Background: an optimization exercise with open tools, aiming at small area. Do not read the settings as production practice. In this exercise RTL edits were held to simulation tests only and were not proved equivalent to the original. No activity file was given, so power comes from the tool's default toggle rates.

== run P ==
Design WEBDRIVER_TORSO, start of the top module:
module WEBDRIVER_TORSO(
    input clk,                        
    input rstbt,                      
    output [12:4] aio                 
    );
wire rst = rstbt;
reg [9:0] px;
reg [9:0] ln;
reg [5:0] tm;
wire p_rdy = &px;
wire l_end = &ln;
wire frame_end = p_rdy & l_end;
wire t_end = &tm;
wire t_one = (tm == 6'd1);
wire red_load = frame_end & t_end;
wire blue_load = frame_end & t_one;
wire [9:0] ln_dec = ln - 10'd1;
wire [9:0] ln_next = l_end ? 10'd523 : ln_dec;
always @(posedge clk) begin
	if (rst) px <= 10'd798;
	else if (p_rdy) px <= 10'd798;
	else px <= px - 10'd1;
end
always @(posedge clk) begin
	if (rst) ln <= 10'd523;
	else if (p_rdy) ln <= ln_next;
end
always @(posedge clk) begin
	if (rst) tm <= 6'd58;
	else if (frame_end) begin
		if (t_end) tm <= 6'd58;
		else tm <= tm - 6'd1;
	end
end
reg sb, sr;
wire sb_next = red_load ? 1'b0 : (blue_load | sb);
always @(posedge clk) begin
	if (rst) begin
		sb <= 1'b0;
		sr <= 1'b0;
	end else begin
		sb <= sb_next;
		sr <= sr | red_load;
	end
end
wire [9:0] x = px;
wire upd_line = l_end & t_one;
wire upd_w = upd_line & (x == 10'd798);
wire upd_h = upd_line & (x == 10'd797);
wire upd = upd_w | upd_h;
wire ysel = p_rdy | upd_h;
wire [9:0] v = ysel ? {1'b0, ln_next[8:0]} : x;
reg [9:0] bw0, bw1;
reg [8:0] bh0, bh1;
wire [9:0] bs0 = ysel ? {1'b0, bh0} : bw0;
wire [9:0] bs1 = ysel ? {1'b0, bh1} : bw1;
wire [9:0] c0 = ysel ? (upd ? 10'd410 : sb_next ? 10'd245 : 10'd174)
                     : (upd ? 10'd367 : sb_next ? 10'd564 : 10'd290);
  ...
Size in the first run: about 790 cells after synthesis, ~6000 sq um of cells after synthesis.
==> flow/config.mk <==
export PLATFORM = sky130hd
export DESIGN_NAME = WEBDRIVER_TORSO
export DESIGN_NICKNAME = WEBDRIVER_TORSO
export VERILOG_FILES = /design/flow/design.v
export SDC_FILE = /design/flow/constraint.sdc
export NUM_CORES = 4
export LEC_CHECK = 0
export CAP_MARGIN = 20
export CORE_MARGIN = 2
export CORE_UTILIZATION = 40
export SLEW_MARGIN = 20
==> flow/constraint.sdc <==
create_clock -name core_clock -period 40.0 [get_ports {clk}]
set_input_delay 8.0000 -clock core_clock [delete_from_list [all_inputs] [get_ports {clk}]]
set_output_delay 8.0000 -clock core_clock [all_outputs]
set_load 0.01 [all_outputs]
standard.sh (not shown) runs the stock make flow with config.mk's settings and CLKGATE_MAP_FILE= SYNTH_SCRIPT=/design/flow/synth_recipe.tcl, a recipe that flattens the netlist after the stock synthesis.
==> flow/flow/run.sh <==
#!/bin/bash
# Own layout flow: the standard synthesis, then the combinational logic
# is mapped again for area with ABC (flip-flops, their names and cell types
# are kept as they are), then the standard layout with smaller port
# buffers and no CTS dummy loads.
set -euo pipefail
R=orfs/results/${FLOW_PLATFORM}/WEBDRIVER_TORSO/base
LIB=${FLOW_HOME}/platforms/${FLOW_PLATFORM}/lib/sky130_fd_sc_hd__tt_025C_1v80.lib

bash standard.sh synth > flow_synth.log 2>&1
cp $R/1_2_yosys.v std_synth.v

# a few deterministic ABC runs (deepsyn seeds); keep the smallest netlist
for s in 0 1 2 3; do
  sed -e "s#@SEED@#$s#" flow/area.abc > area_$s.abc
  sed -e "s#@LIB@#${LIB}#g" -e "s#@ABC@#${PWD}/area_$s.abc#g" \
      -e "s#@IN@#${PWD}/std_synth.v#g" -e "s#@OUT@#${PWD}/remap_$s.v#g" \
      flow/remap.ys > remap_$s.ys
  ( yosys -s remap_$s.ys > flow_remap_$s.log 2>&1 || true ) &
done
wait
best=""; besta=""
for s in 0 1 2 3; do
  if [[ -f remap_$s.v ]] && grep -q "Found and reported 0 problems" flow_remap_$s.log; then
    a=$(grep "Chip area" flow_remap_$s.log | tail -1 | awk '{print $NF}')
    echo "seed $s area $a" >> flow_remap_pick.log
    if [[ -z "$besta" ]] || awk "BEGIN{exit !($a < $besta)}"; then best=$s; besta=$a; fi
  fi
done
echo "picked seed $best area $besta" >> flow_remap_pick.log
[[ -n "$best" ]]

cp remap_$best.v $R/1_2_yosys.v
rm -f $R/1_synth.odb $R/1_synth.sdc
touch $R/1_2_yosys.v
export BUFFER_PORTS_ARGS="-buffer_cell sky130_fd_sc_hd__buf_1"
export CTS_ARGS="-sink_clustering_enable -repair_clock_nets -dont_use_dummy_load -buf_list sky130_fd_sc_hd__clkbuf_8"
bash standard.sh > flow_layout.log 2>&1
Other scripts of this flow, unchanged in this note and not shown: flow/flow/area.abc, flow/flow/remap.ys
Relative to run P, the following input files were edited for run X:
diff --git a/flow/flow/run.sh b/flow/flow/run.sh
--- a/flow/flow/run.sh
+++ b/flow/flow/run.sh
@@ -36,3 +36,3 @@
 export BUFFER_PORTS_ARGS="-buffer_cell sky130_fd_sc_hd__buf_1"
-export CTS_ARGS="-sink_clustering_enable -repair_clock_nets -dont_use_dummy_load -buf_list sky130_fd_sc_hd__clkbuf_8"
+export CTS_ARGS="$(cat flow/cts_args.txt)"
 bash standard.sh > flow_layout.log 2>&1
==> flow/flow/cts_args.txt (new file) <==
-sink_clustering_enable -repair_clock_nets -dont_use_dummy_load -buf_list sky130_fd_sc_hd__clkbuf_8 -sink_clustering_size 30 -sink_clustering_max_diameter 200
### Flow results
Run X: full flow OK, the timing, design-rule and antenna checks passed. Summary of run X over run P: die area closely matched the old numbers, sum of routed wire length over all layers closely matched the old numbers, final cell count without fillers closely matched the old numbers. Run X vs. run P: number of iterations in the first detailed-routing pass neither gained nor lost much, worst setup slack held.

Setup of amber:
Another version of the RTL of WEBDRIVER_TORSO (not shown whole).
Size: about 870 cells after synthesis.
==> flow/config.mk <==
export PLATFORM = sky130hd
export DESIGN_NAME = WEBDRIVER_TORSO
export DESIGN_NICKNAME = WEBDRIVER_TORSO
export VERILOG_FILES = /design/flow/design.v
export SDC_FILE = /design/flow/constraint.sdc
export NUM_CORES = 4
export LEC_CHECK = 0
export CAP_MARGIN = 20
export CORE_MARGIN = 2
export CORE_UTILIZATION = 40
export SLEW_MARGIN = 20
==> flow/constraint.sdc <==
create_clock -name core_clock -period 40.0 [get_ports {clk}]
set_input_delay 8.0000 -clock core_clock [delete_from_list [all_inputs] [get_ports {clk}]]
set_output_delay 8.0000 -clock core_clock [all_outputs]
set_load 0.01 [all_outputs]
==> flow/flow/run.sh <==
#!/bin/bash
# Own layout flow: the standard synthesis, then the combinational logic
# is mapped again with an area-oriented ABC script (flip-flops, their names
# and cell types are kept as they are), then the standard layout.
set -euo pipefail
R=orfs/results/${FLOW_PLATFORM}/WEBDRIVER_TORSO/base
LIB=${FLOW_HOME}/platforms/${FLOW_PLATFORM}/lib/sky130_fd_sc_hd__tt_025C_1v80.lib

bash standard.sh synth > flow_synth.log 2>&1
cp $R/1_2_yosys.v std_synth.v

sed -e "s#@LIB@#${LIB}#g" -e "s#@ABC@#${PWD}/flow/area.abc#g" \
    -e "s#@IN@#${PWD}/std_synth.v#g" -e "s#@OUT@#${PWD}/remap.v#g" \
    flow/remap.ys > remap_run.ys
yosys -s remap_run.ys > flow_remap.log 2>&1

cp remap.v $R/1_2_yosys.v
rm -f $R/1_synth.odb $R/1_synth.sdc
touch $R/1_2_yosys.v
bash standard.sh > flow_layout.log 2>&1
==> flow/flow/area.abc <==
strash
dc2
dc2
strash
&get -n
&dch -f
&nf -R 1000
&put
==> flow/flow/remap.ys <==
# Map the standard synthesis's combinational cells again for area.
read_liberty -ignore_miss_func @LIB@
setattr -mod -set blackbox 1 sky130_fd_sc_hd__df* sky130_fd_sc_hd__edf* sky130_fd_sc_hd__sdf* sky130_fd_sc_hd__sedf* sky130_fd_sc_hd__dl* sky130_fd_sc_hd__conb_1
read_verilog @IN@
hierarchy -top WEBDRIVER_TORSO
flatten
opt_clean -purge
opt
abc -script @ABC@ -liberty @LIB@ -dont_use sky130_fd_sc_hd__lpflow_* -dont_use sky130_fd_sc_hd__fa* -dont_use sky130_fd_sc_hd__ha_* -dont_use sky130_fd_sc_hd__probe_p_8 -dont_use sky130_fd_sc_hd__probec_p_8
read_liberty -lib -ignore_miss_func @LIB@
opt_clean -purge
hilomap -singleton -hicell sky130_fd_sc_hd__conb_1 HI -locell sky130_fd_sc_hd__conb_1 LO
insbuf -buf sky130_fd_sc_hd__buf_4 A X
splitnets
opt_clean -purge
stat -liberty @LIB@
check -assert -mapped
write_verilog -noattr -nohex -nodec @OUT@
Every stage of the flow completed for amber, and the final layout passed the timing, design-rule and antenna checks.
Changes in onyx relative to amber:
Settings: setting CTS_CLUSTER_SIZE to 30 for the first time; setting CTS_BUF_LIST to sky130_fd_sc_hd__clkbuf_8 for the first time.
==> flow/flow/area.abc <==
strash
&get -n
&deepsyn -J 100
&put
dc2
strash
&get -n
&dch -f
&nf -R 1000
&put
Results
- Worst path arrival time: lower on amber
- Against amber as the reference, onyx delivers a higher hold slack.
- Total standard cell area after synthesis, amber and onyx, lower one = onyx.
- Wire length for onyx: 5.9% down relative to amber
- Total power after layout, amber and onyx: larger value in amber

[what the ideal ports hide]
How much do the figures lean on ideal ports? The routed layouts below were timed once more, with nothing changed but the port constraints. Step 1 (the two cells are an assumption about what drives the block):
set clk [get_ports {clk}]
set_driving_cell -lib_cell sky130_fd_sc_hd__clkbuf_16 $clk
set_driving_cell -lib_cell sky130_fd_sc_hd__buf_2 [delete_from_list [all_inputs] $clk]
Step 2, shift: input delay + t, output delay - t, t = (earliest + latest rising clock arrival at the registers) / 2. This alone moves slack from input paths to output paths. Slacks: no drivers / after step 1 / after step 2; pairs: no drivers / after step 1.
run	shift t [ns]	slack for setup (ns)	worst setup path at the end	worst register clock-pin slew, ns	worst data-port slew with drivers (ns)
run P	0.425	22.091 / 22.053 / 22.479	register to output	0.11 / 0.11	0.03
run X	0.425	22.091 / 22.053 / 22.479	register to output	0.11 / 0.11	0.03
amber	0.397	22.481 / 22.439 / 22.836	register to output	0.08 / 0.08	0.03
onyx	0.422	21.290 / 21.252 / 21.674	register to output	0.10 / 0.10	0.03
After both steps every run listed still meets setup and hold.
